This design comes from an exercise in tuning for small area, a short achievable clock period and few clock cycles per item on the open sky130 flow, not from production work.
Where RTL was checked, it was by simulation tests only, not by an equivalence proof against the original.
Power and IR drop assume default switching activity.

== amber ==
// pow_5_seq
module pow_5_seq
(
    input         clock,
    input         reset_n,
    input         run,
    input  [17:0] n,
    output        ready,
    output [17:0] n_pow_5
);
Settings: LEC_CHECK=0, CAP_MARGIN=20, CORE_MARGIN=2, CORE_UTILIZATION=40, SETUP_SLACK_MARGIN=1.7, SLEW_MARGIN=20; clock period 5.8 ns.
standard.sh (not shown) runs the stock make flow with config.mk's settings and CLKGATE_MAP_FILE= SYNTH_SCRIPT=/design/flow/synth_recipe.tcl, a recipe that flattens the netlist after the stock synthesis.
==> flow/flow/run.sh <==
#!/bin/bash
set -euo pipefail
W=$PWD
PLAT=${FLOW_PLATFORM:-sky130hd}
RES=$W/orfs/results/$PLAT/pow_5_seq/base
REF=$W/ref/results/$PLAT/pow_5_seq/base

# reference: the unchanged standard synthesis, in its own work folder
sed 's#WORK_HOME=\([^ ]*\)/orfs #WORK_HOME=\1/ref #' standard.sh > ref_standard.sh
bash ref_standard.sh "$REF/1_2_yosys.v" > ref_synth.log 2>&1

# our synthesis
bash standard.sh "SYNTH_ARGS=-noabc" "$RES/1_2_yosys.v" > synth_noabc.log 2>&1
if ! python3 flow/match_regs.py "$REF/1_2_yosys.v" "$RES/1_2_yosys.v" > match_regs.log 2>&1; then
  echo "flip-flops do not pair; using the standard synthesis netlist" >> match_regs.log
  cp "$REF/1_2_yosys.v" "$RES/1_2_yosys.v"
  cp "$REF/1_2_yosys.sdc" "$RES/1_2_yosys.sdc"
fi

bash standard.sh "SYNTH_ARGS=-noabc" "BUFFER_PORTS_ARGS=-buffer_cell sky130_fd_sc_hd__buf_1" \
  "CTS_ARGS=-sink_clustering_enable -repair_clock_nets -dont_use_dummy_load -root_buf sky130_fd_sc_hd__clkbuf_8 -buf_list sky130_fd_sc_hd__clkbuf_8" \
  finish > standard_flow.log 2>&1
Other scripts of this flow, unchanged in this note and not shown: flow/flow/match_regs.py
Testbench counts of amber, summed over its fixed seeds: cycles 24,000, items 24,000.
The inputs of zinc differ from those of amber as listed below.
--- a/flow/design.v
+++ b/flow/design.v
@@ -308,22 +308,20 @@
     reg r_w142;
     reg r_w144;
     reg r_w143;
     reg r_w158;
     reg r_w145;
     reg r_w160;
     reg r_w162;
-    reg r_w185;
-    reg r_w163;
     reg r_w186;
     reg r_w187;
+    reg r_w188;
     reg r_w118;
-    reg r_w108;
-    reg r_w110;
     reg r_w199;
+    reg r_w211;
     reg r_w223;
     reg r_w224;
     reg r_w221;
     reg r_w222;
     reg r_w219;
     reg r_w246;
     reg r_w210;
@@ -762,17 +760,17 @@
     assign w181 = w177 ^ w151;
     assign w182 = w153 ^ w155;
     assign w183 = w157 ^ w178;
     assign w184 = w179 ^ w180;
     assign w185 = w181 ^ w182;
     assign w186 = w183 ^ w184;
     assign w187 = w159 ^ w161;
-    assign w188 = r_w185 ^ r_w163;
+    assign w188 = w185 ^ w163;
     assign w189 = r_w186 ^ r_w187;
-    assign w190 = w188 ^ w189;
+    assign w190 = r_w188 ^ w189;
     assign w191 = w165 ^ w190;
     assign w192 = w167 ^ w191;
     assign w193 = w6 & w32;
     assign w194 = w7 & w33;
     assign w195 = w8 & w90;
     assign w196 = w9 & w92;
     assign w197 = w94 & w96;
@@ -785,30 +783,30 @@
     assign w204 = w169 & w192;
     assign w205 = w6 ^ w32;
     assign w206 = w7 ^ w33;
     assign w207 = w8 ^ w90;
     assign w208 = w9 ^ w92;
     assign w209 = w94 ^ w96;
     assign w210 = w100 ^ w102;
-    assign w211 = r_w108 ^ r_w110;
+    assign w211 = w108 ^ w110;
     assign w212 = r_w118 ^ w120;
     assign w213 = w121 ^ w132;
     assign w214 = w146 ^ w148;
     assign w215 = w166 ^ w168;
     assign w216 = w169 ^ w192;
     assign w217 = w3 & w2;
     assign w218 = w5 & w4;
     assign w219 = w194 | (w206 & w193);
     assign w220 = w206 & w205;
     assign w221 = w196 | (w208 & w195);
     assign w222 = w208 & w207;
     assign w223 = w198 | (w210 & w197);
     assign w224 = w210 & w209;
     assign w225 = w200 | (w212 & r_w199);
-    assign w226 = w212 & w211;
+    assign w226 = w212 & r_w211;
     assign w227 = w202 | (w214 & w201);
     assign w228 = w214 & w213;
     assign w229 = w204 | (w216 & w203);
     assign w230 = w216 & w215;
     assign w231 = w2 & w1;
     assign w232 = w217 & w1;
     assign w233 = w205 & w218;
@@ -821,16 +819,16 @@
     assign w240 = w213 & w226;
     assign w241 = w227 | (w228 & w225);
     assign w242 = w228 & w226;
     assign w243 = w4 & w232;
     assign w244 = w218 & w232;
     assign w245 = w233 & w232;
     assign w246 = w234 & w232;
-    assign w247 = r_w199 | (w211 & w237);
-    assign w248 = w211 & w238;
+    assign w247 = r_w199 | (r_w211 & w237);
+    assign w248 = r_w211 & w238;
     assign w249 = w225 | (w226 & w237);
     assign w250 = w226 & w238;
     assign w251 = w239 | (w240 & w237);
     assign w252 = w240 & w238;
     assign w253 = w241 | (w242 & w237);
     assign w254 = w242 & w238;
     assign w255 = w195 | (w207 & w219);
@@ -854,15 +852,15 @@
     assign w273 = w229 | (w230 & w269);
     assign w274 = w230 & w270;
     assign w275 = w206 ^ w193;
     assign w276 = w207 ^ w219;
     assign w277 = w208 ^ w255;
     assign w278 = w209 ^ w257;
     assign w279 = r_w210 ^ r_w259;
-    assign w280 = w211 ^ w261;
+    assign w280 = r_w211 ^ w261;
     assign w281 = w212 ^ w263;
     assign w282 = w213 ^ w265;
     assign w283 = w214 ^ w267;
     assign w284 = w215 ^ w269;
     assign w285 = w216 ^ w271;
     always @(posedge clock) begin
         r_w116 <= w116;
@@ -876,22 +874,20 @@
         r_w142 <= w142;
         r_w144 <= w144;
         r_w143 <= w143;
         r_w158 <= w158;
         r_w145 <= w145;
         r_w160 <= w160;
         r_w162 <= w162;
-        r_w185 <= w185;
-        r_w163 <= w163;
         r_w186 <= w186;
         r_w187 <= w187;
+        r_w188 <= w188;
         r_w118 <= w118;
-        r_w108 <= w108;
-        r_w110 <= w110;
         r_w199 <= w199;
+        r_w211 <= w211;
         r_w223 <= w223;
         r_w224 <= w224;
         r_w221 <= w221;
         r_w222 <= w222;
         r_w219 <= w219;
         r_w246 <= w246;
         r_w210 <= w210;
--- outcome ---
- Final area, amber and zinc, higher one = zinc.
- | utilization after layout | amber vs zinc | ≈ equal |
- The share of total power in combinational logic of zinc and that of amber are within noise of each other.
- From amber to zinc the numbers moved as follows: power density over the cells shows a reduction of 1.5%; ratio of final minimum period to clock period shows an increase of 0.57 points; multiplexer share of the synthesized area shows a reduction of 0.25 points.
- Register count in zinc is lower than in amber.
- [zinc vs amber] total global-route track usage: lower in zinc
- [compare] base=amber new=zinc: worst setup slack now sits lower, fraction of standard cell area that is sequential now sits lower, quantity of I/O buffers inserted on ports now sits at about the same level.
- Looking at dominant combinational cell family by area after synthesis, the adder cells result is from zinc; the compound AO/OA/AOI/OAI gates one comes from amber.
Only the layout flow was run in zinc; the RTL was not checked for function there.

## re-timing with driven ports
Ports are ideal in the flow. The routed layouts listed here were re-timed in OpenROAD.
Step 1, drivers: a clkbuf_16 drives clock and a buf_2 each remaining input, both assumed.
Step 2 also shifts input and output timing later by t, the mid clock arrival at the registers, as if the neighbouring blocks saw the same clock.
Three values: ideal, step 1, step 2; two values: the first two.
run | t (ns) | setup WS [ns] | worst setup path after step 2 | worst data-port slew with drivers (ns) | cell pins on the clock port's net
amber | 0.328 | 1.727 / 1.692 / 1.554 | input to register | 0.03 | 1
zinc | 0.323 | 1.694 / 1.659 / 1.423 | input to register | 0.05 | 1
After both steps setup and hold are still met in every run listed. For zinc, which loses most, drivers alone change the setup slack by -0.035 ns; drivers and shift together by -0.271 ns.
